From an optimization exercise on the open Yosys and OpenROAD flow, aimed at small area and a short achievable clock period; shortcuts taken in it are not production practice.
At most, simulation tests tie the RTL to the original design; equivalence was not proved.
Only the layout flow was run in run 1; the RTL was not checked for function there.

==> flow/design.v (outline; a module is shown in full before it is edited, if it fits) <==
// module MAC: 1356 lines
// module FA: 6 lines
// module AOI21: 5 lines
// module OAI21: 5 lines
// module NAND2: 5 lines
// module NOR2: 5 lines
// module XOR2: 5 lines
// module XNOR2: 5 lines
// module INV: 5 lines
// module HA: 6 lines
module MAC(A,B,out,clk,reset);
  // ...
==> flow/flow/run.sh <==
#!/bin/bash
# The standard layout (standard.sh: standard synthesis and ORFS flow, SDC unchanged),
# with a hook after repair_design that sizes the port buffers and the operand inverters
# (hooks.tcl); knobs.sh holds the cell choices. make's output goes to make_flow.log, each
# ORFS step's log to orfs/logs/.
set -euo pipefail
HERE=$(cd "$(dirname "$0")" && pwd)
source "$HERE/knobs.sh"
export PORT_BUF_IN PORT_BUF_OUT OPND_INV DOWNSIZE HOOK_MARGIN
EXTRA=()
if [[ -n "${CTS_ARGS_K:-}" ]]; then EXTRA+=("CTS_ARGS=$CTS_ARGS_K"); fi
bash standard.sh BUFFER_PORTS_ARGS="-buffer_cell $PORT_BUF_IN" POST_RESIZE_TCL="$HERE/hooks.tcl" SETUP_SLACK_MARGIN=$MARGIN ${EXTRA[@]+"${EXTRA[@]}"} finish > make_flow.log 2>&1
==> flow/flow/hooks.tcl <==
# Sourced by ORFS after repair_design in the resize step (POST_RESIZE_TCL).
# Port buffers: inputs get $::env(PORT_BUF_IN), outputs $::env(PORT_BUF_OUT).
# Inverters fed by an input buffer (the operand inverters of the NOR partial
# products, each driving 16 gates) get $::env(OPND_INV).
set block [ord::get_db_block]
set n_in 0; set n_out 0; set n_inv 0
foreach bterm [$block getBTerms] {
  set net [$bterm getNet]
  if {$net eq "NULL"} continue
  set name [$bterm getName]
  if {$name eq "clk"} continue
  if {[$bterm getIoType] eq "INPUT"} {
    foreach it [$net getITerms] {
      set inst [$it getInst]
      set m [[$inst getMaster] getName]
      if {![string match "sky130_fd_sc_hd__*buf*" $m]} continue
      if {$m ne $::env(PORT_BUF_IN)} { replace_cell [get_cells [$inst getName]] [get_lib_cells $::env(PORT_BUF_IN)] }
      incr n_in
      foreach ot [$inst getITerms] {
        if {![$ot isOutputSignal]} continue
        set onet [$ot getNet]
        if {$onet eq "NULL"} continue
        foreach lt [$onet getITerms] {
          set li [$lt getInst]
          set lm [[$li getMaster] getName]
          if {[string match "sky130_fd_sc_hd__inv_*" $lm] && [$lt isInputSignal] && $::env(OPND_INV) ne ""} {
            replace_cell [get_cells [$li getName]] [get_lib_cells $::env(OPND_INV)]
            incr n_inv
          }
        }
      }
    }
  } else {
    foreach it [$net getITerms] {
      if {![$it isOutputSignal]} continue
      set inst [$it getInst]
      set m [[$inst getMaster] getName]
      if {![string match "sky130_fd_sc_hd__*buf*" $m]} continue
      if {$m ne $::env(PORT_BUF_OUT)} { replace_cell [get_cells [$inst getName]] [get_lib_cells $::env(PORT_BUF_OUT)] }
      incr n_out
    }
  }
}
puts "hooks: $n_in input buffers, $n_out output buffers, $n_inv operand inverters resized"

# Optional: every other cell to its drive-1 size (synthesis picks larger ones for speed),
# then repair_timing aiming at $::env(HOOK_MARGIN) ns of setup slack, so that only the
# cells on the paths that set the achieved period are sized up.
if {[info exists ::env(DOWNSIZE)] && $::env(DOWNSIZE)} {
  set n_down 0
  foreach inst [$block getInsts] {
    set m [[$inst getMaster] getName]
    if {[string match "*dfrtp*" $m] || [string match "*dfstp*" $m]} continue
    if {![regexp {^(sky130_fd_sc_hd__[a-z0-9]+)_([0-9]+)$} $m -> base sz]} continue
    if {$sz <= 1} continue
    set iname [$inst getName]
    if {[string match "input*" $iname] || [string match "output*" $iname]} continue
    if {[string match "sky130_fd_sc_hd__inv*" $m] && $::env(OPND_INV) eq $m} continue
    set lc [get_lib_cells -quiet ${base}_1]
    if {$lc eq ""} continue
    replace_cell [get_cells $iname] $lc
    incr n_down
  }
  puts "hooks: $n_down cells downsized"
}
if {[info exists ::env(HOOK_MARGIN)] && $::env(HOOK_MARGIN) > 0} {
  estimate_parasitics -placement
  puts "hooks: worst slack before [sta::worst_slack_cmd max]"
  repair_timing -setup -setup_margin $::env(HOOK_MARGIN) -match_cell_footprint -verbose
  puts "hooks: worst slack after [sta::worst_slack_cmd max]"
}
==> flow/flow/knobs.sh <==
PORT_BUF_IN=sky130_fd_sc_hd__buf_1
PORT_BUF_OUT=sky130_fd_sc_hd__buf_2
OPND_INV=sky130_fd_sc_hd__inv_4
MARGIN=0
DOWNSIZE=0
HOOK_MARGIN=0
CTS_ARGS_K="-sink_clustering_enable -repair_clock_nets -dont_use_dummy_load -buf_list sky130_fd_sc_hd__clkbuf_8"
==> flow/standard.sh <==
#!/bin/bash
# synth_recipe.tcl (not shown) runs the flow's synth.tcl, then flattens the netlist and writes it again
# the make line also repeats each setting of config.mk as NAME=value (left out here)
make -C /OpenROAD-flow-scripts/flow DESIGN_CONFIG=/design/flow/config.mk WORK_HOME=/design/flow/orfs CLKGATE_MAP_FILE= SYNTH_SCRIPT=/design/flow/synth_recipe.tcl "${@:-finish}"
==> flow/config.mk <==
export PLATFORM = sky130hd
export DESIGN_NAME = MAC
export DESIGN_NICKNAME = MAC
export VERILOG_FILES = /design/flow/design.v
export SDC_FILE = /design/flow/constraint.sdc
export NUM_CORES = 4
export LEC_CHECK = 0
export CAP_MARGIN = 20
export CORE_MARGIN = 2
export CORE_UTILIZATION = 60
export PLACE_DENSITY = 0.8
export SLEW_MARGIN = 20
export SYNTH_HIERARCHICAL = 1
==> flow/constraint.sdc <==
create_clock -name core_clock -period 18.0 [get_ports {clk}]
set_input_delay 3.6000 -clock core_clock [delete_from_list [all_inputs] [get_ports {clk}]]
set_output_delay 3.6000 -clock core_clock [all_outputs]
set_load 0.01 [all_outputs]
==> summary.md, run 1 <==
| Metric | Value |
|---|---|
| Dpl cell area | ~0.0096 mm² |
| Hold_buf cts | 0 |
| Worst Hold Class | flop to flop |
| Worst-path cell chain | ha_1 > nand2_1 > o21ai_1 > inv_1 > o21ai_2 > buf_4 > inv_1 > o21ai_1 > xor2_1 > buf_2 |
| Fraction of area in multi-input gates | approximately 73% |
| Delay-heaviest family, CP | buffers and inverters |
| Vias/cell | between 5 and 6 |
| Cts repair resizes | 0 |
| Post-synthesis simple-gate area fraction | about an eighth |
| Number of library cell types mapped by synthesis | 14 |
| Critical Path Start | x[6] |
| Num CTS Buffers | 9 |
| CP Launch Type | flop |
| Crit-path max cell delay | 0.52 ns |
| Most common cell after layout, fill and taps aside | nor2_1 |
| Top FF cell, synth | dfrtp_1 |
| Post-Place Cells | approximately 1100 |
| Final Skew | just under 0.02 ns |
| GRT Util Overall | approximately 28% |
| Met2 wire length | about 11000 µm |
| IO Pins | 70 |
| Max reg flops | 36 |
| DP HPWL | between 15000 and 20000 µm |
| Multi-input gate area | 0.00712 mm² |
| Status | timing/DRC/antenna clean |
| Worst Max-Slew Pin Slew | between 0.8 and 0.9 ns |
| Clock net sink count | 63 |
| Slowest cell on the critical path | o21ai_1 |
| Ys async rst share | 100% |
| Worst skew pair latency | 0.37 ns |
| Vias | between 6000 and 7000 |
| Worst path required time | 14.40 ns |
| Largest class | multi-input gates |
| Global routing usage on met1 | 36.4% |
| Highest Clock Rate | ~140 MHz |
| Final Non-Filler Cells | 1113 |
| Reg2Reg Depth | 15 |
| # rows | 47 |
| Largest net degree at the start of global routing | between 60 and 70 |
| Reg-to-reg endpoint | y[19] |
==> run 2, diff against run 1 <==
--- a/flow/design.v
+++ b/flow/design.v
@@ -988,383 +988,328 @@
   wire at76;
   NAND2 uat76 (ap48, ap46, at76);
   wire aG77;
   AOI21 uaG77 (ap52, ag49, ag51, aG77);
   wire at78;
   NAND2 uat78 (ap52, ap50, at78);
   wire at79;
   NAND2 uat79 (x[33], x[32], at79);
-  wire aG80;
-  AOI21 uaG80 (ap2, cr, ag1, aG80);
-  wire ai81;
-  INV uai81 (cr, ai81);
+  wire ai80;
+  INV uai80 (cr, ai80);
+  wire aG81;
+  OAI21 uaG81 (at54, ai80, aG53, aG81);
   wire aG82;
-  OAI21 uaG82 (at54, ai81, aG53, aG82);
-  wire ai83;
-  INV uai83 (aG55, ai83);
+  OAI21 uaG82 (at56, aG53, aG55, aG82);
+  wire at83;
+  NOR2 uat83 (at56, at54, at83);
   wire aG84;
-  AOI21 uaG84 (ap10, ai83, ag9, aG84);
-  wire ai85;
-  INV uai85 (ap10, ai85);
-  wire at86;
-  NOR2 uat86 (ai85, at56, at86);
-  wire aG87;
-  OAI21 uaG87 (at58, aG55, aG57, aG87);
-  wire at88;
-  NOR2 uat88 (at58, at56, at88);
-  wire ai89;
-  INV uai89 (aG59, ai89);
+  OAI21 uaG84 (at58, aG55, aG57, aG84);
+  wire at85;
+  NOR2 uat85 (at58, at56, at85);
+  wire aG86;
+  OAI21 uaG86 (at60, aG57, aG59, aG86);
+  wire at87;
+  NOR2 uat87 (at60, at58, at87);
+  wire aG88;
+  OAI21 uaG88 (at62, aG59, aG61, aG88);
+  wire at89;
+  NOR2 uat89 (at62, at60, at89);
   wire aG90;
-  AOI21 uaG90 (ap18, ai89, ag17, aG90);
-  wire ai91;
-  INV uai91 (ap18, ai91);
-  wire at92;
-  NOR2 uat92 (ai91, at60, at92);
-  wire aG93;
-  OAI21 uaG93 (at62, aG59, aG61, aG93);
-  wire at94;
-  NOR2 uat94 (at62, at60, at94);
-  wire ai95;
-  INV uai95 (aG63, ai95);
+  OAI21 uaG90 (at64, aG61, aG63, aG90);
+  wire at91;
+  NOR2 uat91 (at64, at62, at91);
+  wire aG92;
+  OAI21 uaG92 (at66, aG63, aG65, aG92);
+  wire at93;
+  NOR2 uat93 (at66, at64, at93);
+  wire aG94;
+  OAI21 uaG94 (at68, aG65, aG67, aG94);
+  wire at95;
+  NOR2 uat95 (at68, at66, at95);
   wire aG96;
-  AOI21 uaG96 (ap26, ai95, ag25, aG96);
-  wire ai97;
-  INV uai97 (ap26, ai97);
-  wire at98;
-  NOR2 uat98 (ai97, at64, at98);
-  wire aG99;
-  OAI21 uaG99 (at66, aG63, aG65, aG99);
-  wire at100;
-  NOR2 uat100 (at66, at64, at100);
-  wire ai101;
-  INV uai101 (aG67, ai101);
+  OAI21 uaG96 (at70, aG67, aG69, aG96);
+  wire at97;
+  NOR2 uat97 (at70, at68, at97);
+  wire aG98;
+  OAI21 uaG98 (at72, aG69, aG71, aG98);
+  wire at99;
+  NOR2 uat99 (at72, at70, at99);
+  wire aG100;
+  OAI21 uaG100 (at74, aG71, aG73, aG100);
+  wire at101;
+  NOR2 uat101 (at74, at72, at101);
   wire aG102;
-  AOI21 uaG102 (ap34, ai101, ag33, aG102);
-  wire ai103;
-  INV uai103 (ap34, ai103);
-  wire at104;
-  NOR2 uat104 (ai103, at68, at104);
-  wire aG105;
-  OAI21 uaG105 (at70, aG67, aG69, aG105);
+  OAI21 uaG102 (at76, aG73, aG75, aG102);
+  wire at103;
+  NOR2 uat103 (at76, at74, at103);
+  wire aG104;
+  OAI21 uaG104 (at78, aG75, aG77, aG104);
+  wire at105;
+  NOR2 uat105 (at78, at76, at105);
   wire at106;
-  NOR2 uat106 (at70, at68, at106);
-  wire ai107;
-  INV uai107 (aG71, ai107);
+  NOR2 uat106 (at79, aG77, at106);
+  wire at107;
+  NOR2 uat107 (at79, at78, at107);
   wire aG108;
-  AOI21 uaG108 (ap42, ai107, ag41, aG108);
-  wire ai109;
-  INV uai109 (ap42, ai109);
-  wire at110;
-  NOR2 uat110 (ai109, at72, at110);
-  wire aG111;
-  OAI21 uaG111 (at74, aG71, aG73, aG111);
-  wire at112;
-  NOR2 uat112 (at74, at72, at112);
-  wire ai113;
-  INV uai113 (aG75, ai113);
+  AOI21 uaG108 (at83, cr, aG82, aG108);
+  wire aG109;
+  AOI21 uaG109 (at85, aG81, aG84, aG109);
+  wire aG110;
+  AOI21 uaG110 (at87, aG82, aG86, aG110);
+  wire at111;
+  NAND2 uat111 (at87, at83, at111);
+  wire aG112;
+  AOI21 uaG112 (at89, aG84, aG88, aG112);
+  wire at113;
+  NAND2 uat113 (at89, at85, at113);
   wire aG114;
-  AOI21 uaG114 (ap50, ai113, ag49, aG114);
-  wire ai115;
-  INV uai115 (ap50, ai115);
-  wire at116;
-  NOR2 uat116 (ai115, at76, at116);
-  wire aG117;
-  OAI21 uaG117 (at78, aG75, aG77, aG117);
-  wire at118;
-  NOR2 uat118 (at78, at76, at118);
-  wire ai119;
-  INV uai119 (x[34], ai119);
-  wire at120;
-  NOR2 uat120 (ai119, at79, at120);
-  wire aG121;
-  AOI21 uaG121 (ap14, aG87, ag13, aG121);
-  wire at122;
-  NAND2 uat122 (ap14, at88, at122);
-  wire ai123;
-  INV uai123 (aG87, ai123);
+  AOI21 uaG114 (at91, aG86, aG90, aG114);
+  wire at115;
+  NAND2 uat115 (at91, at87, at115);
+  wire aG116;
+  AOI21 uaG116 (at93, aG88, aG92, aG116);
+  wire at117;
+  NAND2 uat117 (at93, at89, at117);
+  wire aG118;
+  AOI21 uaG118 (at95, aG90, aG94, aG118);
+  wire at119;
+  NAND2 uat119 (at95, at91, at119);
+  wire aG120;
+  AOI21 uaG120 (at97, aG92, aG96, aG120);
+  wire at121;
+  NAND2 uat121 (at97, at93, at121);
+  wire aG122;
+  AOI21 uaG122 (at99, aG94, aG98, aG122);
+  wire at123;
+  NAND2 uat123 (at99, at95, at123);
   wire aG124;
-  OAI21 uaG124 (at60, ai123, aG59, aG124);
-  wire ai125;
-  INV uai125 (at60, ai125);
-  wire at126;
-  NAND2 uat126 (ai125, at88, at126);
-  wire ai127;
-  INV uai127 (aG90, ai127);
+  AOI21 uaG124 (at101, aG96, aG100, aG124);
+  wire at125;
+  NAND2 uat125 (at101, at97, at125);
+  wire aG126;
+  AOI21 uaG126 (at103, aG98, aG102, aG126);
+  wire at127;
+  NAND2 uat127 (at103, at99, at127);
   wire aG128;
-  AOI21 uaG128 (at92, aG87, ai127, aG128);
+  AOI21 uaG128 (at105, aG100, aG104, aG128);
   wire at129;
-  NAND2 uat129 (at92, at88, at129);
+  NAND2 uat129 (at105, at101, at129);
   wire aG130;
-  AOI21 uaG130 (at94, aG87, aG93, aG130);
+  AOI21 uaG130 (at107, aG102, at106, aG130);
   wire at131;
-  NAND2 uat131 (at94, at88, at131);
+  NAND2 uat131 (at107, at103, at131);
   wire aG132;
-  AOI21 uaG132 (ap30, aG99, ag29, aG132);
-  wire at133;
-  NAND2 uat133 (ap30, at100, at133);
-  wire ai134;
-  INV uai134 (aG99, ai134);
+  OAI21 uaG132 (at111, ai80, aG110, aG132);
+  wire ai133;
+  INV uai133 (aG81, ai133);
+  wire aG134;
+  OAI21 uaG134 (at113, ai133, aG112, aG134);
   wire aG135;
-  OAI21 uaG135 (at68, ai134, aG67, aG135);
-  wire ai136;
-  INV uai136 (at68, ai136);
-  wire at137;
-  NAND2 uat137 (ai136, at100, at137);
-  wire ai138;
-  INV uai138 (aG102, ai138);
+  OAI21 uaG135 (at115, aG108, aG114, aG135);
+  wire aG136;
+  OAI21 uaG136 (at117, aG109, aG116, aG136);
+  wire aG137;
+  OAI21 uaG137 (at119, aG110, aG118, aG137);
+  wire at138;
+  NOR2 uat138 (at119, at111, at138);
   wire aG139;
-  AOI21 uaG139 (at104, aG99, ai138, aG139);
+  OAI21 uaG139 (at121, aG112, aG120, aG139);
   wire at140;
-  NAND2 uat140 (at104, at100, at140);
+  NOR2 uat140 (at121, at113, at140);
   wire aG141;
-  AOI21 uaG141 (at106, aG99, aG105, aG141);
+  OAI21 uaG141 (at123, aG114, aG122, aG141);
   wire at142;
-  NAND2 uat142 (at106, at100, at142);
+  NOR2 uat142 (at123, at115, at142);
   wire aG143;
-  AOI21 uaG143 (ap46, aG111, ag45, aG143);
+  OAI21 uaG143 (at125, aG116, aG124, aG143);
   wire at144;
-  NAND2 uat144 (ap46, at112, at144);
-  wire ai145;
-  INV uai145 (aG111, ai145);
-  wire aG146;
-  OAI21 uaG146 (at76, ai145, aG75, aG146);
-  wire ai147;
-  INV uai147 (at76, ai147);
+  NOR2 uat144 (at125, at117, at144);
+  wire aG145;
+  OAI21 uaG145 (at127, aG118, aG126, aG145);
+  wire at146;
+  NOR2 uat146 (at127, at119, at146);
+  wire aG147;
+  OAI21 uaG147 (at129, aG120, aG128, aG147);
   wire at148;
-  NAND2 uat148 (ai147, at112, at148);
-  wire ai149;
-  INV uai149 (aG114, ai149);
-  wire aG150;
-  AOI21 uaG150 (at116, aG111, ai149, aG150);
-  wire at151;
-  NAND2 uat151 (at116, at112, at151);
+  NOR2 uat148 (at129, at121, at148);
+  wire aG149;
+  OAI21 uaG149 (at131, aG122, aG130, aG149);
+  wire at150;
+  NOR2 uat150 (at131, at123, at150);
+  wire aG151;
+  AOI21 uaG151 (at138, cr, aG137, aG151);
   wire aG152;
-  AOI21 uaG152 (at118, aG111, aG117, aG152);
-  wire at153;
-  NAND2 uat153 (at118, at112, at153);
+  AOI21 uaG152 (at140, aG81, aG139, aG152);
+  wire ai153;
+  INV uai153 (aG108, ai153);
   wire aG154;
-  AOI21 uaG154 (ap6, aG82, ag5, aG154);
+  AOI21 uaG154 (at142, ai153, aG141, aG154);
   wire ai155;
-  INV uai155 (aG82, ai155);
+  INV uai155 (aG109, ai155);
   wire aG156;
-  OAI21 uaG156 (at56, ai155, aG55, aG156);
-  wire ai157;
-  INV uai157 (aG84, ai157);
+  AOI21 uaG156 (at144, ai155, aG143, aG156);
+  wire aG157;
+  AOI21 uaG157 (at146, aG132, aG145, aG157);
   wire aG158;
-  AOI21 uaG158 (at86, aG82, ai157, aG158);
+  AOI21 uaG158 (at148, aG134, aG147, aG158);
   wire aG159;
-  AOI21 uaG159 (at88, aG82, aG87, aG159);
+  AOI21 uaG159 (at150, aG135, aG149, aG159);
   wire aG160;
-  OAI21 uaG160 (at122, ai155, aG121, aG160);
-  wire ai161;
-  INV uai161 (at126, ai161);
+  AOI21 uaG160 (ap2, cr, ag1, aG160);
+  wire aG161;
+  AOI21 uaG161 (ap6, aG81, ag5, aG161);
   wire aG162;
-  AOI21 uaG162 (ai161, aG82, aG124, aG162);
+  AOI21 uaG162 (ap10, ai153, ag9, aG162);
   wire aG163;
-  OAI21 uaG163 (at129, ai155, aG128, aG163);
+  AOI21 uaG163 (ap14, ai155, ag13, aG163);
   wire aG164;
-  OAI21 uaG164 (at131, ai155, aG130, aG164);
-  wire ai165;
-  INV uai165 (aG141, ai165);
+  AOI21 uaG164 (ap18, aG132, ag17, aG164);
+  wire aG165;
+  AOI21 uaG165 (ap22, aG134, ag21, aG165);
   wire aG166;
-  AOI21 uaG166 (ap38, ai165, ag37, aG166);
-  wire ai167;
-  INV uai167 (ap38, ai167);
-  wire at168;
-  NOR2 uat168 (ai167, at142, at168);
+  AOI21 uaG166 (ap26, aG135, ag25, aG166);
+  wire aG167;
+  AOI21 uaG167 (ap30, aG136, ag29, aG167);
+  wire ai168;
+  INV uai168 (aG151, ai168);
   wire aG169;
-  OAI21 uaG169 (at72, aG141, aG71, aG169);
-  wire at170;
-  NOR2 uat170 (at72, at142, at170);
-  wire ai171;
-  INV uai171 (at110, ai171);
-  wire aG172;
-  OAI21 uaG172 (ai171, aG141, aG108, aG172);
-  wire at173;
-  NOR2 uat173 (ai171, at142, at173);
-  wire aG174;
-  AOI21 uaG174 (at112, ai165, aG111, aG174);
-  wire ai175;
-  INV uai175 (at112, ai175);
-  wire at176;
-  NOR2 uat176 (ai175, at142, at176);
+  AOI21 uaG169 (ap34, ai168, ag33, aG169);
+  wire ai170;
+  INV uai170 (aG152, ai170);
+  wire aG171;
+  AOI21 uaG171 (ap38, ai170, ag37, aG171);
+  wire ai172;
+  INV uai172 (aG154, ai172);
+  wire aG173;
+  AOI21 uaG173 (ap42, ai172, ag41, aG173);
+  wire ai174;
+  INV uai174 (aG156, ai174);
+  wire aG175;
+  AOI21 uaG175 (ap46, ai174, ag45, aG175);
+  wire ai176;
+  INV uai176 (aG157, ai176);
   wire aG177;
-  OAI21 uaG177 (at144, aG141, aG143, aG177);
-  wire at178;
-  NOR2 uat178 (at144, at142, at178);
-  wire ai179;
-  INV uai179 (aG146, ai179);
-  wire aG180;
-  OAI21 uaG180 (at148, aG141, ai179, aG180);
+  AOI21 uaG177 (ap50, ai176, ag49, aG177);
+  wire ai178;
+  INV uai178 (aG158, ai178);
+  wire at179;
+  NAND2 uat179 (x[32], ai178, at179);
+  wire ai180;
+  INV uai180 (aG159, ai180);
   wire at181;
-  NOR2 uat181 (at148, at142, at181);
-  wire aG182;
-  OAI21 uaG182 (at151, aG141, aG150, aG182);
-  wire at183;
-  NOR2 uat183 (at151, at142, at183);
-  wire aG184;
-  OAI21 uaG184 (at153, aG141, aG152, aG184);
-  wire at185;
-  NOR2 uat185 (at153, at142, at185);
-  wire aG186;
-  AOI21 uaG186 (ap22, aG164, ag21, aG186);
-  wire ai187;
-  INV uai187 (aG164, ai187);
-  wire aG188;
-  OAI21 uaG188 (at64, ai187, aG63, aG188);
-  wire ai189;
-  INV uai189 (aG96, ai189);
-  wire aG190;
-  AOI21 uaG190 (at98, aG164, ai189, aG190);
-  wire aG191;
-  AOI21 uaG191 (at100, aG164, aG99, aG191);
-  wire aG192;
-  OAI21 uaG192 (at133, ai187, aG132, aG192);
-  wire ai193;
-  INV uai193 (at137, ai193);
-  wire aG194;
-  AOI21 uaG194 (ai193, aG164, aG135, aG194);
-  wire aG195;
-  OAI21 uaG195 (at140, ai187, aG139, aG195);
-  wire aG196;
-  OAI21 uaG196 (at142, ai187, aG141, aG196);
-  wire ai197;
-  INV uai197 (aG166, ai197);
-  wire aG198;
-  AOI21 uaG198 (at168, aG164, ai197, aG198);
-  wire aG199;
-  AOI21 uaG199 (at170, aG164, aG169, aG199);
-  wire aG200;
-  AOI21 uaG200 (at173, aG164, aG172, aG200);
-  wire ai201;
-  INV uai201 (aG174, ai201);
-  wire aG202;
-  AOI21 uaG202 (at176, aG164, ai201, aG202);
-  wire aG203;
-  AOI21 uaG203 (at178, aG164, aG177, aG203);
-  wire aG204;
-  AOI21 uaG204 (at181, aG164, aG180, aG204);
-  wire aG205;
-  AOI21 uaG205 (at183, aG164, aG182, aG205);
-  wire aG206;
-  AOI21 uaG206 (at185, aG164, aG184, aG206);
-  wire ai207;
-  INV uai207 (x[32], ai207);
-  wire at208;
-  NOR2 uat208 (ai207, aG206, at208);
-  wire at209;
-  NOR2 uat209 (at79, aG206, at209);
-  wire ai210;
-  INV uai210 (at120, ai210);
-  wire at211;
-  NOR2 uat211 (ai210, aG206, at211);
+  NAND2 uat181 (x[34], ai180, at181);
   assign out[0] = x[0];
   assign out[1] = x[1];
   assign out[2] = x[2];
   assign out[3] = x[3];
   assign out[4] = x[4];
   assign out[5] = x[5];
-  wire ao212;
-  XOR2 uao212 (ap2, cr, ao212);
-  assign out[6] = ao212;
-  wire ao213;
-  XNOR2 uao213 (ap4, aG80, ao213);
-  assign out[7] = ao213;
-  wire ao214;
-  XOR2 uao214 (ap6, aG82, ao214);
-  assign out[8] = ao214;
-  wire ao215;
-  XNOR2 uao215 (ap8, aG154, ao215);
-  assign out[9] = ao215;
-  wire ao216;
-  XOR2 uao216 (ap10, aG156, ao216);
-  assign out[10] = ao216;
-  wire ao217;
-  XNOR2 uao217 (ap12, aG158, ao217);
-  assign out[11] = ao217;
-  wire ao218;
-  XNOR2 uao218 (ap14, aG159, ao218);
-  assign out[12] = ao218;
-  wire ao219;
-  XOR2 uao219 (ap16, aG160, ao219);
-  assign out[13] = ao219;
-  wire ao220;
-  XNOR2 uao220 (ap18, aG162, ao220);
-  assign out[14] = ao220;
-  wire ao221;
-  XOR2 uao221 (ap20, aG163, ao221);
-  assign out[15] = ao221;
-  wire ao222;
-  XOR2 uao222 (ap22, aG164, ao222);
-  assign out[16] = ao222;
-  wire ao223;
-  XNOR2 uao223 (ap24, aG186, ao223);
-  assign out[17] = ao223;
-  wire ao224;
-  XOR2 uao224 (ap26, aG188, ao224);
-  assign out[18] = ao224;
-  wire ao225;
-  XNOR2 uao225 (ap28, aG190, ao225);
-  assign out[19] = ao225;
-  wire ao226;
-  XNOR2 uao226 (ap30, aG191, ao226);
-  assign out[20] = ao226;
-  wire ao227;
-  XOR2 uao227 (ap32, aG192, ao227);
-  assign out[21] = ao227;
-  wire ao228;
-  XNOR2 uao228 (ap34, aG194, ao228);
-  assign out[22] = ao228;
-  wire ao229;
-  XOR2 uao229 (ap36, aG195, ao229);
-  assign out[23] = ao229;
-  wire ao230;
-  XOR2 uao230 (ap38, aG196, ao230);
-  assign out[24] = ao230;
-  wire ao231;
-  XNOR2 uao231 (ap40, aG198, ao231);
-  assign out[25] = ao231;
-  wire ao232;
-  XNOR2 uao232 (ap42, aG199, ao232);
-  assign out[26] = ao232;
-  wire ao233;
-  XNOR2 uao233 (ap44, aG200, ao233);
-  assign out[27] = ao233;
-  wire ao234;
-  XNOR2 uao234 (ap46, aG202, ao234);
-  assign out[28] = ao234;
-  wire ao235;
-  XNOR2 uao235 (ap48, aG203, ao235);
-  assign out[29] = ao235;
-  wire ao236;
-  XNOR2 uao236 (ap50, aG204, ao236);
-  assign out[30] = ao236;
-  wire ao237;
-  XNOR2 uao237 (ap52, aG205, ao237);
-  assign out[31] = ao237;
-  wire ao238;
-  XNOR2 uao238 (x[32], aG206, ao238);
-  assign out[32] = ao238;
-  wire ao239;
-  XOR2 uao239 (x[33], at208, ao239);
-  assign out[33] = ao239;
-  wire ao240;
-  XOR2 uao240 (x[34], at209, ao240);
-  assign out[34] = ao240;
-  wire ao241;
-  XOR2 uao241 (x[35], at211, ao241);
-  assign out[35] = ao241;
+  wire ao182;
+  XOR2 uao182 (ap2, cr, ao182);
+  assign out[6] = ao182;
+  wire ao183;
+  XNOR2 uao183 (ap4, aG160, ao183);
+  assign out[7] = ao183;
+  wire ao184;
+  XOR2 uao184 (ap6, aG81, ao184);
+  assign out[8] = ao184;
+  wire ao185;
+  XNOR2 uao185 (ap8, aG161, ao185);
+  assign out[9] = ao185;
+  wire ao186;
+  XNOR2 uao186 (ap10, aG108, ao186);
+  assign out[10] = ao186;
+  wire ao187;
+  XNOR2 uao187 (ap12, aG162, ao187);
+  assign out[11] = ao187;
+  wire ao188;
+  XNOR2 uao188 (ap14, aG109, ao188);
+  assign out[12] = ao188;
+  wire ao189;
+  XNOR2 uao189 (ap16, aG163, ao189);
+  assign out[13] = ao189;
+  wire ao190;
+  XOR2 uao190 (ap18, aG132, ao190);
+  assign out[14] = ao190;
+  wire ao191;
+  XNOR2 uao191 (ap20, aG164, ao191);
+  assign out[15] = ao191;
+  wire ao192;
+  XOR2 uao192 (ap22, aG134, ao192);
+  assign out[16] = ao192;
+  wire ao193;
+  XNOR2 uao193 (ap24, aG165, ao193);
+  assign out[17] = ao193;
+  wire ao194;
+  XOR2 uao194 (ap26, aG135, ao194);
+  assign out[18] = ao194;
+  wire ao195;
+  XNOR2 uao195 (ap28, aG166, ao195);
+  assign out[19] = ao195;
+  wire ao196;
+  XOR2 uao196 (ap30, aG136, ao196);
+  assign out[20] = ao196;
+  wire ao197;
+  XNOR2 uao197 (ap32, aG167, ao197);
+  assign out[21] = ao197;
+  wire ao198;
+  XNOR2 uao198 (ap34, aG151, ao198);
+  assign out[22] = ao198;
+  wire ao199;
+  XNOR2 uao199 (ap36, aG169, ao199);
+  assign out[23] = ao199;
+  wire ao200;
+  XNOR2 uao200 (ap38, aG152, ao200);
+  assign out[24] = ao200;
+  wire ao201;
+  XNOR2 uao201 (ap40, aG171, ao201);
+  assign out[25] = ao201;
+  wire ao202;
+  XNOR2 uao202 (ap42, aG154, ao202);
+  assign out[26] = ao202;
+  wire ao203;
+  XNOR2 uao203 (ap44, aG173, ao203);
+  assign out[27] = ao203;
+  wire ao204;
+  XNOR2 uao204 (ap46, aG156, ao204);
+  assign out[28] = ao204;
+  wire ao205;
+  XNOR2 uao205 (ap48, aG175, ao205);
+  assign out[29] = ao205;
+  wire ao206;
+  XNOR2 uao206 (ap50, aG157, ao206);
+  assign out[30] = ao206;
+  wire ao207;
+  XNOR2 uao207 (ap52, aG177, ao207);
+  assign out[31] = ao207;
+  wire ao208;
+  XNOR2 uao208 (x[32], aG158, ao208);
+  assign out[32] = ao208;
+  wire ao209;
+  XNOR2 uao209 (x[33], at179, ao209);
+  assign out[33] = ao209;
+  wire ao210;
+  XNOR2 uao210 (x[34], aG159, ao210);
+  assign out[34] = ao210;
+  wire ao211;
+  XNOR2 uao211 (x[35], at181, ao211);
+  assign out[35] = ao211;
 endmodule
 module FA(a, b, c, s, co);
   input a, b, c;
   output s, co;
   assign s = a ^ b ^ c;
   assign co = (a & b) | (a & c) | (b & c);
 endmodule
+module INV(a, y);
+  input a;
+  output y;
+  assign y = ~a;
+endmodule
 module AOI21(a1, a2, b1, y);
   input a1, a2, b1;
   output y;
   assign y = ~((a1 & a2) | b1);
 endmodule
 module OAI21(a1, a2, b1, y);
   input a1, a2, b1;
   output y;
@@ -1385,19 +1330,14 @@
   output y;
   assign y = a ^ b;
 endmodule
 module XNOR2(a, b, y);
   input a, b;
   output y;
   assign y = ~(a ^ b);
 endmodule
-module INV(a, y);
-  input a;
-  output y;
-  assign y = ~a;
-endmodule
 module HA(a, b, s, co);
   input a, b;
   output s, co;
   assign s = a ^ b;
   assign co = a & b;
 endmodule
==> flow/flow/run.sh (replaced) <==
#!/bin/bash
# The standard layout (standard.sh: standard synthesis and ORFS flow, SDC unchanged),
# with a hook after repair_design that sizes the port buffers and the operand inverters
# (hooks.tcl); knobs.sh holds the cell choices. make's output goes to make_flow.log, each
# ORFS step's log to orfs/logs/.
set -euo pipefail
HERE=$(cd "$(dirname "$0")" && pwd)
source "$HERE/knobs.sh"
export PORT_BUF_IN PORT_BUF_OUT OPND_INV DOWNSIZE HOOK_MARGIN
bash standard.sh BUFFER_PORTS_ARGS="-buffer_cell $PORT_BUF_IN" POST_RESIZE_TCL="$HERE/hooks.tcl" SETUP_SLACK_MARGIN=$MARGIN finish > make_flow.log 2>&1
==> flow/flow/knobs.sh (replaced) <==
PORT_BUF_IN=sky130_fd_sc_hd__buf_1
PORT_BUF_OUT=sky130_fd_sc_hd__buf_2
OPND_INV=sky130_fd_sc_hd__inv_4
MARGIN=0
DOWNSIZE=0
HOOK_MARGIN=0
==> flow/config.mk (replaced) <==
export PLATFORM = sky130hd
export DESIGN_NAME = MAC
export DESIGN_NICKNAME = MAC
export VERILOG_FILES = /design/flow/design.v
export SDC_FILE = /design/flow/constraint.sdc
export NUM_CORES = 4
export LEC_CHECK = 0
export CAP_MARGIN = 20
export CORE_MARGIN = 2
export CORE_UTILIZATION = 40
export SLEW_MARGIN = 20
export SYNTH_HIERARCHICAL = 1
==> summary.md, run 2 <==
| Metric | Value |
|---|---|
| Status | timing/DRC/antenna clean (unchanged) |
| Num CTS Buffers | 9 (unchanged) |
| Vias/cell | 5.17 (was 5.77) |
| Met2 wire length | 11900 µm (was 11200 µm) |
| Top cells by area, synth | fa_1, dfrtp_1, nor2_1 (unchanged) |
| Most frequent cell after synthesis | nor2_1 (unchanged) |
| Most flops, register | x (unchanged) |
| Dpl ws | 10.94 ns (was 11.05 ns) |
| Period minus WS final | 6.74 ns (was 7.05 ns) |
| Top Metal Used | met4 (unchanged) |
| Grt ovf | 0 (unchanged) |
| Post-synthesis mux area share | 0% (unchanged) |
| Synth Area in XOR/XNOR | 2.67% (was 2.64%) |
| Top FF cell, synth | dfrtp_1 (unchanged) |
| Cells after synthesis | 883 (was 913) |
| Post-synth EDFFs | 0 (unchanged) |
| RSZ-0062 raised after global routing | no (unchanged) |
| Worst Max-Slew Pin Slew | 0.841 ns (was 0.830 ns) |
| Die height | 161 µm (was 133 µm) |
| Wl on met1 | 10200 µm (was 8360 µm) |
| Leading area contributor after synthesis | fa_1 (unchanged) |
| Worst path required time | 18.22 ns (was 14.40 ns) |
| IO Pins | 70 (unchanged) |
| H-tree Lvls | 3 (unchanged) |
| Clock slew at reported path FFs | 0.06 ns (was 0.07 ns) |
| CTS tree | done (unchanged) |
| Final net count | 1175 (was 1201) |
| Yosys top cell area share | 46.6% (was 46.0%) |
| Slowest cell on the critical path | fa_1 (was o21ai_1) |
| CP arrival | 6.96 ns (was 3.45 ns) |
| Most common cell after layout, fill and taps aside | nor2_1 (unchanged) |
| # rows | 57 (was 47) |
| Worst-path fanout max | 16 (was 14) |
| Final TNS setup | 0 ns (unchanged) |
| Post-synthesis simple-gate area fraction | 12.1% (about the same) |
| Ys async rst share | 100% (unchanged) |
| Total number of yosys warnings | 7 (unchanged) |
| # fillers | 2366 (was 1309) |
| Clock Tree Buf Depth | 2 (unchanged) |
| First-pass GRT wire length | 39500 µm (was 37400 µm) |
| Crit Path Category | primary input to flop (was flop to output port) |
| Starting Density | 40.6% (was 60.7%) |
| Pre-antenna DRT Iters | 5 (was 6) |
| Met3 wire len | 1440 µm (was 1930 µm) |
| Vias | 6198 (was 6422) |
| Clock Tree Root | clkbuf_16 (was clkbuf_8) |
| Port bufs | 69 (unchanged) |
| Area share of fa/ha/maj cells after synthesis | 52.0% (was 51.4%) |
| Highest Clock Rate | 148 MHz (was 142 MHz) |
| Post-DR wirelength/cell | 20.3 µm (about the same) |
| Initial DRC count | 456 (was 431) |
| Final Skew | 0.0130 ns (was 0.0196 ns) |
| DP HPWL | 19000 µm (was 17400 µm) |
| Hold Vio Cnt, Final | 0 (unchanged) |
| Vias in the first global route | 7005 (was 7199) |
| Synth Area in Compound Gates | 5.31% (was 5.34%) |
| Post-Syn Area | 0.00985 mm² (was 0.00996 mm²) |
| Crit-path max cell delay | 0.57 ns (was 0.52 ns) |
| Die Wd | 161 µm (was 133 µm) |
| Routed wire length | 24300 µm (was 22600 µm) |
| Area grow syn2layout | 1.91% (was -1.98%) |
| Core box area | 0.0242 mm² (was 0.0164 mm²) |
| Worst path most repeated cell | fa_1 |
| Initial antenna violation count | 0 (unchanged) |
| # DRC | 0 (unchanged) |
| Reg2Reg Depth | 13 (was 15) |
| GRT Util Overall | 20.2% (was 28.1%) |
| Largest net degree at the start of global routing | 64 (unchanged) |
| Rel. slew slack | 43.9% (was 44.7%) |
| Biggest regs | x (36), y (26), cr (1) (unchanged) |
| Commonest non-fill, non-tap cells in the layout | nor2_1, fa_1, dfrtp_1 (unchanged) |
| Ratio of cells with drive above 1 in the final layout | 18.1% (was 16.7%) |
| Clock net sink count | 63 (unchanged) |
| Most frequent cells after synthesis | nor2_1, fa_1, dfrtp_1 (was nor2_1, fa_1, inv_1) |
| Postcts setup bufs | 0 (unchanged) |
| Remaining antenna violation count | 0 (unchanged) |
| Hold path depth | 1 (unchanged) |
| Syn Nets | 1189 (was 1219) |
| #FFs+latches synth | 63 (unchanged) |
| Sequential area share after synthesis | 16.0% (was 15.8%) |
| Cts repair resizes | 0 (unchanged) |
| Total of max-cap violations | 0 (unchanged) |
| CP Capture Type | flop (was output port) |
| Final setup violation count | 0 (unchanged) |
| Hold_buf cts | 0 (unchanged) |
| Die ar. | 0.0259 mm² (was 0.0177 mm²) |
| Final worst path period share | 37.5% (was 39.2%) |
| Mean area per synthesized cell | 11.2 µm² (was 10.9 µm²) |
| Worst skew pair latency | 0.35 ns (was 0.37 ns) |
| # diodes | 0 (unchanged) |
| CP Launch Type | primary input (was flop) |
| Largest family of logic cells by synthesized area | adder cells (unchanged) |
| Worst-path cell chain | buf_1 > inv_4 > buf_4 > nor2_1 > fa_1 > fa_1 > fa_1 > fa_1 > fa_1 > fa_1 (was ha_1 > nand2_1 > o21ai_1 > inv_1 > o21ai_2 > buf_4 > inv_1 > o21ai_1 > xor2_1 > buf_2) |
| Final WS setup | 11.26 ns (was 10.95 ns) |
| Worst Hold Class | flop to flop (unchanged) |
| Max reg flops | 36 (unchanged) |
| Number of library cell types mapped by synthesis | 14 (unchanged) |
| Placer Congestion | 0.841 (was 0.904) |
| Max Slew Vio Count | 0 (unchanged) |
-- run 2: changes by cell type after synthesis --
cell / change
a21oi_2: -1
inv_1: -27
nand2_1: +1
nor2_1: -3
xnor2_1: +7
xor2_1: -7
-- run 2: cells by family after synthesis --
family,after synthesis
AND/OR/NAND/NOR,304
buffers and inverters,144
XOR/XNOR,30
adder cells (fa/ha/maj),272
AO/OA/AOI/OAI,70
flip-flops,63
-- run 2: metal layers --
layer  GRT usage, %  vias to the layer above
met5              0                        -
met4           7.95                        0
met3           3.54                       56
met2           33.1                      217
met1           27.0                     3309
li1               -                     2616
-- run 2: stage by stage --
stage | hold WS, ns | instances | util, % | instance area [µm²]
finish | 0.458 | 1198 | 41.4 | 10000
global route | 0.504 | 1198 | 41.4 | 10000
CTS | 0.460 | 1198 | 41.4 | 10000
detailed placement | 0.451 | 1182 | 39.9 | 9680
global placement | 0.451 | 1182 | 39.4 | 9550
floorplan | 0.435 | 883 | - | 9850
-- run 2: cell type report --
| type | instances | area, µm² | area share, % |
|---|---|---|---|
| clock buffer | 9 | 225 | 2.24 |
| clock inverter | 7 | 128 | 1.27 |
| inverter | 44 | 248 | 2.47 |
| multi-input combinational | 676 | 7100 | 70.8 |
| sequential | 63 | 1580 | 15.7 |
| tap | 324 | 405 | 4.04 |
| timing repair buffer | 75 | 349 | 3.48 |
-- run 2: worst max-delay path: cells and delay by family --
family | cells | cell delay, ns
buffers and inverters | 3 | 0.35
AND/OR/NAND/NOR | 1 | 0.17
adder cells (fa/ha/maj) | 6 | 2.81
-- run 2: final timing paths --
path / startpoint / endpoint / slack, ns
setup / recovery: B[15] / y[16] / 11.26
hold / removal: x[35] / x[35] / 0.46
setup reg to reg: x[6] / y[19] / 12.54
hold reg to reg: x[35] / x[35] / 0.46
max in group asynchronous: reset / x[1] / 13.94
min in group asynchronous: reset / x[34] / 3.47
-- run 2: per-module statistics from Yosys, one instance, submodules excluded --
module	cells inside	flops+latches	copies in the design	cell area, µm²
OAI21	1	0	24	5.00
XOR2	1	0	6	8.76
FA	1	0	229	20.0
NAND2	1	0	27	3.75
MAC	420	63	1	3600
XNOR2	1	0	24	8.76
AOI21	1	0	46	8.76
HA	1	0	43	12.5
INV	1	0	43	3.75
NOR2	1	0	21	3.75
==> run 3, diff against run 2 <==
--- a/flow/flow/run.sh
+++ b/flow/flow/run.sh
@@ -9,2 +9,4 @@
 export PORT_BUF_IN PORT_BUF_OUT OPND_INV DOWNSIZE HOOK_MARGIN
-bash standard.sh BUFFER_PORTS_ARGS="-buffer_cell $PORT_BUF_IN" POST_RESIZE_TCL="$HERE/hooks.tcl" SETUP_SLACK_MARGIN=$MARGIN finish > make_flow.log 2>&1
+EXTRA=()
+if [[ -n "${CTS_ARGS_K:-}" ]]; then EXTRA+=("CTS_ARGS=$CTS_ARGS_K"); fi
+bash standard.sh BUFFER_PORTS_ARGS="-buffer_cell $PORT_BUF_IN" POST_RESIZE_TCL="$HERE/hooks.tcl" SETUP_SLACK_MARGIN=$MARGIN ${EXTRA[@]+"${EXTRA[@]}"} finish > make_flow.log 2>&1
--- a/flow/flow/knobs.sh
+++ b/flow/flow/knobs.sh
@@ -6 +6,2 @@
 HOOK_MARGIN=0
+CTS_ARGS_K="-sink_clustering_enable -repair_clock_nets -dont_use_dummy_load"
==> summary.md, run 3 <==
| Metric | Value |
|---|---|
| # rows | 57 (unchanged) |
| IO Pins | 70 (unchanged) |
| Most frequent cells after synthesis | nor2_1, fa_1, dfrtp_1 (unchanged) |
| Top FF cell, synth | dfrtp_1 (unchanged) |
| Clock net sink count | 63 (unchanged) |
| Clock Tree Root | clkbuf_16 (unchanged) |
| Port bufs | 69 (unchanged) |
| Postcts setup bufs | 0 (unchanged) |
| Worst path required time | 18.21 ns (was 18.22 ns) |
| Synth Area in Compound Gates | 5.31% (unchanged) |
| Rel. slew slack | 43.8% (was 43.9%) |
| Layout Utilization | 40.9% (was 41.4%) |
| GRT Util Overall | 20.2% (about the same) |
| Clock slew at reported path FFs | 0.06 ns (about the same) |
| # diodes | 0 (unchanged) |
| CTS tree | done (unchanged) |
| Initial antenna violation count | 0 (unchanged) |
| Die height | 161 µm (unchanged) |
| Initial DRC count | 514 (was 456) |
| Yosys top cell area share | 46.6% (unchanged) |
| Worst Max-Slew Pin Slew | 0.843 ns (was 0.841 ns) |
| Remaining antenna violation count | 0 (unchanged) |
| Sequential area share after synthesis | 16.0% (unchanged) |
| Pre-antenna DRT Iters | 5 (unchanged) |
| Final worst path period share | 37.5% (about the same) |
| Crit Path Category | primary input to flop (unchanged) |
| CP Capture Type | flop (unchanged) |
| Highest Clock Rate | 148 MHz (about the same) |
| Post-synthesis mux area share | 0% (unchanged) |
| Max Slew Vio Count | 0 (unchanged) |
| Most common cell after layout, fill and taps aside | nor2_1 (unchanged) |
| Worst hold start | x[35] (unchanged) |
| Area grow syn2layout | 0.610% (was 1.91%) |
| Ratio of cells with drive above 1 in the final layout | 17.4% (was 18.1%) |
| Top cells by area, synth | fa_1, dfrtp_1, nor2_1 (unchanged) |
| Placer Congestion | 0.841 (unchanged) |
| CP arrival | 6.96 ns (about the same) |
| Number of library cell types mapped by synthesis | 14 (unchanged) |
| Mean area per synthesized cell | 11.2 µm² (unchanged) |
| Leading area contributor after synthesis | fa_1 (unchanged) |
| Final Skew | 0.0219 ns (was 0.0130 ns) |
| Area share of fa/ha/maj cells after synthesis | 52.0% (unchanged) |
| Grt ovf | 0 (unchanged) |
| Worst skew pair latency | 0.35 ns (about the same) |
| Worst-path fanout max | 16 (unchanged) |
| Vias | 6198 (unchanged) |
| Critical Path Start | B[15] (unchanged) |
| Total number of yosys warnings | 7 (unchanged) |
| Clock Tree Buf Depth | 2 (unchanged) |
| Num CTS Buffers | 9 (unchanged) |
| Largest family of logic cells by synthesized area | adder cells (unchanged) |
| Most frequent cell after synthesis | nor2_1 (unchanged) |
| Final setup violation count | 0 (unchanged) |
| Syn Nets | 1189 (unchanged) |
| Core box area | 0.0242 mm² (unchanged) |
| Vias in the first global route | 6973 (was 7005) |
| Hold Vio Cnt, Final | 0 (unchanged) |
| Most flops, register | x (unchanged) |
| RSZ-0062 raised after global routing | no (unchanged) |
| Die Wd | 161 µm (unchanged) |
| Commonest non-fill, non-tap cells in the layout | nor2_1, fa_1, dfrtp_1 (unchanged) |
| Starting Density | 40.6% (unchanged) |
| Status | timing/DRC/antenna clean (unchanged) |
| DP HPWL | 19000 µm (unchanged) |
| Seq. cell area | 0.00158 mm² (unchanged) |
| Worst Hold Class | flop to flop (unchanged) |
| Post-Syn Area | 0.00985 mm² (unchanged) |
| CP Launch Type | primary input (unchanged) |
| Vias/cell | 5.20 (was 5.17) |
| Post-synth EDFFs | 0 (unchanged) |
| #FFs+latches synth | 63 (unchanged) |
| Die ar. | 0.0259 mm² (unchanged) |
| Ys async rst share | 100% (unchanged) |
| Multi-input gate area | 0.00710 mm² (unchanged) |
| # DRC | 0 (unchanged) |
| Largest net degree at the start of global routing | 64 (unchanged) |
| Final net count | 1175 (unchanged) |
| Cells after synthesis | 883 (unchanged) |
| First-pass GRT wire length | 39400 µm (was 39500 µm) |
| Max reg flops | 36 (unchanged) |
| Total of max-cap violations | 0 (unchanged) |
| Period minus WS final | 6.75 ns (was 6.74 ns) |
| Hold_buf cts | 0 (unchanged) |
| Post-DR wirelength/cell | 20.4 µm (was 20.3 µm) |
| Biggest regs | x (36), y (26), cr (1) (unchanged) |
| H-tree Lvls | 3 (unchanged) |
| Post-synthesis simple-gate area fraction | 12.1% (unchanged) |
| Cts repair resizes | 0 (unchanged) |
| Synth Area in XOR/XNOR | 2.67% (unchanged) |
| Worst r2r src | x[6] (unchanged) |
| Final TNS setup | 0 ns (unchanged) |
| # fillers | 2381 (was 2366) |
| Routed wire length | 24400 µm (was 24300 µm) |
-- run 3: cell counts after synthesis --
No cell type changed its count.
-- run 3: critical path, stage by stage --
cell and delay [ns]:
buf_1 0.12, inv_4 0.03, buf_4 0.20, nor2_1 0.17
fa_1 0.47, fa_1 0.57, fa_1 0.46, fa_1 0.40
fa_1 0.50, fa_1 0.41
-- run 3: worst paths after layout --
check	endpoint	slack, ns	cells past startpoint
setup / recovery	y[16]	11.25	10
hold / removal	x[35]	0.46	1
setup reg to reg	y[19]	12.55	13
hold reg to reg	x[35]	0.46	1
max in group asynchronous	x[7]	13.92	3
min in group asynchronous	x[34]	3.48	3
-- run 3: cell families (layout without fill, tap and decap cells) --
logic type	Yosys count	count (layout)
AO/OA/AOI/OAI	70	70
XOR/XNOR	30	30
adder cells (fa/ha/maj)	272	272
buffers and inverters	144	128
flip-flops	63	63
AND/OR/NAND/NOR	304	304
-- run 3: metrics by stage --
| step | hold WS [ns] | setup WS [ns] | area (µm²) | std cells |
|---|---|---|---|---|
| floorplan | 0.435 | 11.19 | 9850 | 883 |
| finish | 0.456 | 11.25 | 9910 | 1191 |
| detailed placement | 0.451 | 10.94 | 9680 | 1182 |
| global route | 0.503 | 11.15 | 9910 | 1191 |
| CTS | 0.459 | 11.27 | 9910 | 1191 |
| global placement | 0.451 | 10.69 | 9550 | 1182 |
-- run 3: cell type report --
cell class | instances | area share (%)
clock buffer | 9 | 2.27
tap | 324 | 4.09
multi-input combinational | 676 | 71.7
inverter | 44 | 2.50
timing repair buffer | 75 | 3.52
sequential | 63 | 15.9
-- run 3: per-module statistics from Yosys (local to each module, per instance), excerpt --
module / times used / cells
INV: 43 / 1
NOR2: 21 / 1
MAC: 1 / 420
FA: 229 / 1
OAI21: 24 / 1
XOR2: 6 / 1
-- run 3: per-layer routing --
metal  GRT usage [%]  routed length, µm  vias up
met2            33.1              11900      241
met4            7.59                785        0
met1            27.0              10300     3293
met3            3.62               1390       53
met5               0                  0        -
li1                -                  -     2611
==> run 4, diff against run 3 <==
==> flow/flow/knobs.sh (replaced) <==
PORT_BUF_IN=sky130_fd_sc_hd__buf_1
PORT_BUF_OUT=sky130_fd_sc_hd__buf_2
OPND_INV=sky130_fd_sc_hd__inv_4
MARGIN=0
DOWNSIZE=0
HOOK_MARGIN=11.6
CTS_ARGS_K=""
==> summary.md, run 4 <==
| Metric | Value |
|---|---|
| R2R Setup Slk | 12.51 ns (was 12.55 ns) |
| Most flops, register | x (unchanged) |
| Clock Tree Root | clkbuf_16 (unchanged) |
| Num CTS Buffers | 9 (unchanged) |
| Total number of yosys warnings | 7 (unchanged) |
| Worst-path fanout max | 5 (was 16) |
| Most frequent cells after synthesis | nor2_1, fa_1, dfrtp_1 (unchanged) |
| Final net count | 1218 (was 1175) |
| Period minus WS final | 6.77 ns (was 6.75 ns) |
| Vias in the first global route | 7002 (was 6973) |
| Layout Utilization | 44.5% (was 40.9%) |
| Final WS setup | 11.23 ns (was 11.25 ns) |
| Clock net sink count | 63 (unchanged) |
| Hold_buf cts | 0 (unchanged) |
| Final TNS setup | 0 ns (unchanged) |
| Dpl ws | 11.05 ns (was 10.94 ns) |
| Clock Tree Buf Depth | 2 (unchanged) |
| Biggest regs | x (36), y (26), cr (1) (unchanged) |
| Crit Path Category | flop to output port (was primary input to flop) |
| Core box area | 0.0242 mm² (unchanged) |
| #FFs+latches synth | 63 (unchanged) |
| Final setup violation count | 0 (unchanged) |
| Final worst path period share | 37.6% (was 37.5%) |
| Die ar. | 0.0259 mm² (unchanged) |
| Worst path required time | 14.40 ns (was 18.21 ns) |
| Total of max-cap violations | 0 (unchanged) |
| Clock slew at reported path FFs | 0.07 ns (was 0.06 ns) |
| Final Skew | 0.0113 ns (was 0.0219 ns) |
| Postcts setup bufs | 0 (unchanged) |
| Top FF cell, synth | dfrtp_1 (unchanged) |
| Met2 wire length | 13100 µm (was 11900 µm) |
| Mean area per synthesized cell | 11.2 µm² (unchanged) |
| Final instance area | 0.0108 mm² (was 0.00991 mm²) |
| Highest Clock Rate | 148 MHz (about the same) |
| Area grow syn2layout | 9.68% (was 0.610%) |
| H-tree Lvls | 3 (unchanged) |
| Max reg flops | 36 (unchanged) |
| Commonest non-fill, non-tap cells in the layout | nor2_1, fa_1, dfrtp_1 (unchanged) |
| Placer Congestion | 0.841 (unchanged) |
| Worst Max-Slew Pin Slew | 0.859 ns (was 0.843 ns) |
| CP endpoint | out[17] (was y[16]) |
| Cells after synthesis | 883 (unchanged) |
| IO Pins | 70 (unchanged) |
| Die Wd | 161 µm (unchanged) |
| Dpl cell area | 0.0105 mm² (was 0.00968 mm²) |
| Grt ovf | 0 (unchanged) |
| Cts repair resizes | 0 (unchanged) |
| Reg-to-reg endpoint | y[19] (unchanged) |
| Initial antenna violation count | 0 (unchanged) |
| CP Capture Type | output port (was flop) |
| Ratio of cells with drive above 1 in the final layout | 29.2% (was 17.4%) |
| Most common cell after layout, fill and taps aside | nor2_1 (unchanged) |
| Status | timing/DRC/antenna clean (unchanged) |
| RSZ-0062 raised after global routing | no (unchanged) |
| Largest net degree at the start of global routing | 64 (unchanged) |
| Max Slew Vio Count | 0 (unchanged) |
| Remaining antenna violation count | 0 (unchanged) |
| Top Metal Used | met4 (unchanged) |
| # DRC | 0 (unchanged) |
| GRT Util Overall | 21.5% (was 20.2%) |
| # rows | 57 (unchanged) |
| Leading area contributor after synthesis | fa_1 (unchanged) |
| Die height | 161 µm (unchanged) |
| CTS tree | done (unchanged) |
| Sequential area share after synthesis | 16.0% (unchanged) |
| Worst skew pair latency | 0.36 ns (was 0.35 ns) |
| Post-synth EDFFs | 0 (unchanged) |
| CP Launch Type | flop (was primary input) |
| Hold Vio Cnt, Final | 0 (unchanged) |
| Top cells by area, synth | fa_1, dfrtp_1, nor2_1 (unchanged) |
| Ys async rst share | 100% (unchanged) |
| Yosys top cell area share | 46.6% (unchanged) |
| Worst Hold Class | flop to flop (unchanged) |
| Post-DR wirelength/cell | 21.0 µm (was 20.4 µm) |
| Number of library cell types mapped by synthesis | 14 (unchanged) |
| Post-Syn Area | 0.00985 mm² (unchanged) |
| DP HPWL | 21900 µm (was 19000 µm) |
| Wl on met1 | 10300 µm (about the same) |
| First-pass GRT wire length | 41200 µm (was 39400 µm) |
| Critical Path Start | x[6] (was B[15]) |
| CP arrival | 3.17 ns (was 6.96 ns) |
| Most frequent cell after synthesis | nor2_1 (unchanged) |
| Worst r2r src | x[6] (unchanged) |
| Port bufs | 69 (unchanged) |
| Syn Nets | 1189 (unchanged) |
| Starting Density | 40.6% (unchanged) |
| # diodes | 0 (unchanged) |
| Vias/cell | 5.14 (was 5.20) |
| Reg2Reg Depth | 13 (unchanged) |
| Met3 wire len | 1470 µm (was 1390 µm) |
| Pre-antenna DRT Iters | 4 (was 5) |
| Rel. slew slack | 42.7% (was 43.8%) |
| Initial DRC count | 426 (was 514) |
| Routed wire length | 26100 µm (was 24400 µm) |
| Vias | 6379 (was 6198) |
-- run 4: Yosys stat by module, one instance, submodules excluded --
module,copies in the design,flip-flops and latches,cells inside
MAC,1,63,420
AOI21,46,0,1
FA,229,0,1
NOR2,21,0,1
OAI21,24,0,1
XNOR2,24,0,1
HA,43,0,1
INV,43,0,1
XOR2,6,0,1
NAND2,27,0,1
-- run 4: logic make-up after synthesis --
logic type               Yosys count  synth area share, %
flip-flops                        63                 16.0
buffers and inverters            144                 11.9
XOR/XNOR                          30                 2.67
AO/OA/AOI/OAI                     70                 5.31
AND/OR/NAND/NOR                  304                 12.1
adder cells (fa/ha/maj)          272                 52.0
-- run 4: layout make-up --
type	count	area, µm²
repair buffers	117	822
fillers	2314	13400
multi-input cells	676	7300
repair inverters	1	6.26
inverters	44	404
flip-flops and latches	63	1580
well taps	324	405
clock buffers	9	225
clock inverters	7	57.6
-- run 4: worst min path at each step --
stage	startpoint	endpoint	slack, ns	cells after the start
after detailed placement	x[35]	x[35]	0.46	1
after floorplan	x[35]	x[35]	0.44	1
final	x[35]	x[35]	0.46	1
after CTS	x[35]	x[35]	0.47	1
after global placement	x[35]	x[35]	0.45	1
after global routing	x[35]	x[35]	0.50	1
-- run 4: metrics by stage --
stage,std cells,hold slack (ns)
floorplan,883,0.435
global placement,1182,0.451
detailed placement,1225,0.457
CTS,1241,0.467
global route,1241,0.503
finish,1241,0.462
-- run 4: routing by layer --
metal	vias up	GRT usage (%)
met4	0	10.4
met2	260	36.1
li1	2697	-
met3	58	3.67
met5	-	0
met1	3364	27.2
-- run 4: worst max-delay path, stage by stage (launching register included) --
cell and delay [ns]:
dfrtp_1 0.36, ha_1 0.35, nand2_1 0.14, o21ai_1 0.61
inv_1 0.09, o21ai_1 0.34, a21oi_2 0.10, xnor2_1 0.58
buf_2 0.25
==> run 5, diff against run 4 <==
--- a/flow/flow/knobs.sh
+++ b/flow/flow/knobs.sh
@@ -5,3 +5,3 @@
 DOWNSIZE=0
-HOOK_MARGIN=11.6
-CTS_ARGS_K=""
+HOOK_MARGIN=0
+CTS_ARGS_K="-sink_clustering_enable -repair_clock_nets -dont_use_dummy_load -buf_list sky130_fd_sc_hd__clkbuf_8"
==> summary.md, run 5 <==
| Metric | Value |
|---|---|
| Port bufs | 69 (unchanged) |
| Max Slew Vio Count | 0 (unchanged) |
| Initial DRC count | 449 (was 426) |
| Hold Vio Cnt, Final | 0 (unchanged) |
| Total of max-cap violations | 0 (unchanged) |
| GRT Util Overall | 20.2% (was 21.5%) |
| Final TNS setup | 0 ns (unchanged) |
| Syn Nets | 1189 (unchanged) |
| Remaining antenna violation count | 0 (unchanged) |
| Max reg flops | 36 (unchanged) |
| Largest net degree at the start of global routing | 64 (unchanged) |
| #FFs+latches synth | 63 (unchanged) |
| # diodes | 0 (unchanged) |
| Worst-path cell chain | ha_1 > nand2_1 > o21ai_1 > inv_1 > o21ai_1 > a21oi_2 > xnor2_1 > buf_2 (unchanged) |
| Crit-path max cell delay | 0.57 ns (was 0.61 ns) |
| Post-synth EDFFs | 0 (unchanged) |
| Critical path depth | 8 (unchanged) |
| Biggest regs | x (36), y (26), cr (1) (unchanged) |
| Hold path depth | 1 (unchanged) |
| Commonest non-fill, non-tap cells in the layout | nor2_1, fa_1, dfrtp_1 (unchanged) |
| Post-Syn Area | 0.00985 mm² (unchanged) |
| Die Wd | 161 µm (unchanged) |
| Worst-path fanout max | 5 (unchanged) |
| Post-DR wirelength/cell | 20.4 µm (was 21.0 µm) |
| Clock slew at reported path FFs | 0.07 ns (about the same) |
| Grt ovf | 0 (unchanged) |
| Met3 wire len | 1350 µm (was 1470 µm) |
| Wl on met1 | 10400 µm (was 10300 µm) |
| Postcts setup bufs | 0 (unchanged) |
| Worst path bufs/invs | 2 (unchanged) |
| CTS tree | done (unchanged) |
| RSZ-0062 raised after global routing | no (unchanged) |
| Period minus WS final | 6.73 ns (was 6.77 ns) |
| Pre-antenna DRT Iters | 4 (unchanged) |
| Final setup violation count | 0 (unchanged) |
| Most frequent cells after synthesis | nor2_1, fa_1, dfrtp_1 (unchanged) |
| Vias/cell | 5.17 (was 5.14) |
| Clock Tree Root | clkbuf_8 (was clkbuf_16) |
| # DRC | 0 (unchanged) |
| Top FF cell, synth | dfrtp_1 (unchanged) |
| Starting Density | 40.6% (unchanged) |
| Final instance area | 0.00980 mm² (was 0.0108 mm²) |
| Area grow syn2layout | -0.419% (was 9.68%) |
| Worst Hold Class | flop to flop (unchanged) |
| Cts repair resizes | 0 (unchanged) |
| Delay-heaviest family, CP | compound AO/OA/AOI/OAI gates (unchanged) |
| Final worst path period share | 37.4% (was 37.6%) |
| Routed wire length | 24300 µm (was 26100 µm) |
| Crit Path Category | flop to output port (unchanged) |
| Clock net sink count | 63 (unchanged) |
| Num CTS Buffers | 9 (unchanged) |
| Die ar. | 0.0259 mm² (unchanged) |
| Rel. slew slack | 43.4% (was 42.7%) |
| Worst path required time | 14.40 ns (about the same) |
| CP Capture Type | output port (unchanged) |
| Final net count | 1175 (was 1218) |
| Top Metal Used | met4 (unchanged) |
| Number of library cell types mapped by synthesis | 14 (unchanged) |
| Total number of yosys warnings | 7 (unchanged) |
| Most frequent cell after synthesis | nor2_1 (unchanged) |
| Met2 wire length | 11800 µm (was 13100 µm) |
| Worst skew pair latency | 0.38 ns (was 0.36 ns) |
| Most common cell after layout, fill and taps aside | nor2_1 (unchanged) |
| Final Skew | 0.0366 ns (was 0.0113 ns) |
| Yosys top cell area share | 46.6% (unchanged) |
| CP arrival | 3.13 ns (was 3.17 ns) |
| Slowest cell on the critical path | o21ai_1 (unchanged) |
| Worst Max-Slew Pin Slew | 0.849 ns (was 0.859 ns) |
| Cells after synthesis | 883 (unchanged) |
| DP HPWL | 19000 µm (was 21900 µm) |
| Clock Tree Buf Depth | 2 (unchanged) |
| Reg2Reg Depth | 13 (unchanged) |
| Dpl cell area | 0.00968 mm² (was 0.0105 mm²) |
| Placer Congestion | 0.841 (unchanged) |
| Worst path most repeated cell | o21ai_1 (unchanged) |
| Die height | 161 µm (unchanged) |
| CP Launch Type | flop (unchanged) |
| Sequential area share after synthesis | 16.0% (unchanged) |
| Vias in the first global route | 6948 (was 7002) |
| Most flops, register | x (unchanged) |
| H-tree Lvls | 3 (unchanged) |
| # rows | 57 (unchanged) |
| Top cells by area, synth | fa_1, dfrtp_1, nor2_1 (unchanged) |
| Hold_buf cts | 0 (unchanged) |
| Ys async rst share | 100% (unchanged) |
| Highest Clock Rate | 149 MHz (was 148 MHz) |
| Status | timing/DRC/antenna clean (unchanged) |
| Initial antenna violation count | 0 (unchanged) |
| Vias | 6157 (was 6379) |
| First-pass GRT wire length | 39200 µm (was 41200 µm) |
| IO Pins | 70 (unchanged) |
| Ratio of cells with drive above 1 in the final layout | 17.4% (was 29.2%) |
| Final WS setup | 11.27 ns (was 11.23 ns) |
| Mean area per synthesized cell | 11.2 µm² (unchanged) |
| Core box area | 0.0242 mm² (unchanged) |
| Leading area contributor after synthesis | fa_1 (unchanged) |
| Dpl ws | 10.94 ns (was 11.05 ns) |
## run 5: layout make-up
cell class	count	area, µm²
repair buffers	75	349
well taps	324	405
multi-input cells	676	7100
flip-flops and latches	63	1580
fillers	2396	14400
clock buffers	9	124
inverters	44	248
## run 5: stage by stage
step	hold slack, ns	utilization (%)	std cells
after floorplan	0.435	-	883
after global placement	0.451	39.4	1182
after detailed placement	0.451	39.9	1182
after CTS	0.462	40.4	1191
after global routing	0.506	40.4	1191
final	0.459	40.4	1191
## run 5: routing by layer
metal	vias to the layer above	global-route usage [%]
li1	2606	-
met1	3281	27.1
met2	224	32.7
met3	46	3.74
met4	0	7.95
met5	-	0
## run 5: cell families after synthesis
logic type / Yosys count / share of synthesized area [%]
fa+ha+maj: 272 / 52.0
flops: 63 / 16.0
xor+xnor: 30 / 2.67
compound gates: 70 / 5.31
simple gates: 304 / 12.1
buf+inv: 144 / 11.9
## run 5: final timing paths
| check | from | to | slack (ns) |
|---|---|---|---|
| setup / recovery | x[6] | out[17] | 11.27 |
| hold / removal | x[35] | x[35] | 0.46 |
| setup reg to reg | x[6] | y[19] | 12.56 |
| hold reg to reg | x[35] | x[35] | 0.46 |
| max in group asynchronous | reset | x[7] | 13.94 |
| min in group asynchronous | reset | x[34] | 3.45 |
## run 5: per-module statistics from Yosys (local to each module, per instance), excerpt
module	cells inside	area [µm²]	copies in the design	flip-flops and latches
AOI21	1	8.76	46	0
FA	1	20.0	229	0
HA	1	12.5	43	0
OAI21	1	5.00	24	0
XNOR2	1	8.76	24	0
XOR2	1	8.76	6	0
## run 5: worst register-to-register path, stage by stage (launching register included)
cell and delay, ns:
dfrtp_1 0.37, ha_1 0.34, nand2_1 0.14, o21ai_1 0.57, inv_1 0.09, o21ai_1 0.35, a21oi_2 0.10, xnor2_1 0.54
fa_1 0.53, fa_1 0.43, fa_1 0.50, fa_1 0.40, fa_1 0.52, fa_1 0.42

==> port drivers added, routing unchanged <==
No port has a modelled driver above. Below, the same layouts with a new extraction and two added sets of constraints. Step 1: set_driving_cell puts a clkbuf_16 on clk and a buf_2 on each other input, an assumption about the parent block. Step 2 also shifts input and output timing later by t, the mid clock arrival at the registers, as if the neighbouring blocks saw the same clock. Three values: ideal ports, drivers, drivers and shift; two values: the first two.
run	t, ns	slack for setup (ns)	worst setup path after step 2	latest minus earliest clock arrival (ns)
run 1	0.400	10.949 / 10.909 / 11.019	input to register	0.019 / 0.020
run 2	0.389	11.258 / 11.217 / 10.892	input to register	0.013 / 0.013
run 3	0.382	11.251 / 11.239 / 10.890	input to register	0.022 / 0.022
run 4	0.397	11.230 / 11.184 / 11.043	input to register	0.011 / 0.011
run 5	0.409	11.273 / 11.228 / 10.907	input to register	0.037 / 0.037
After both steps setup and hold are still met in every run listed.
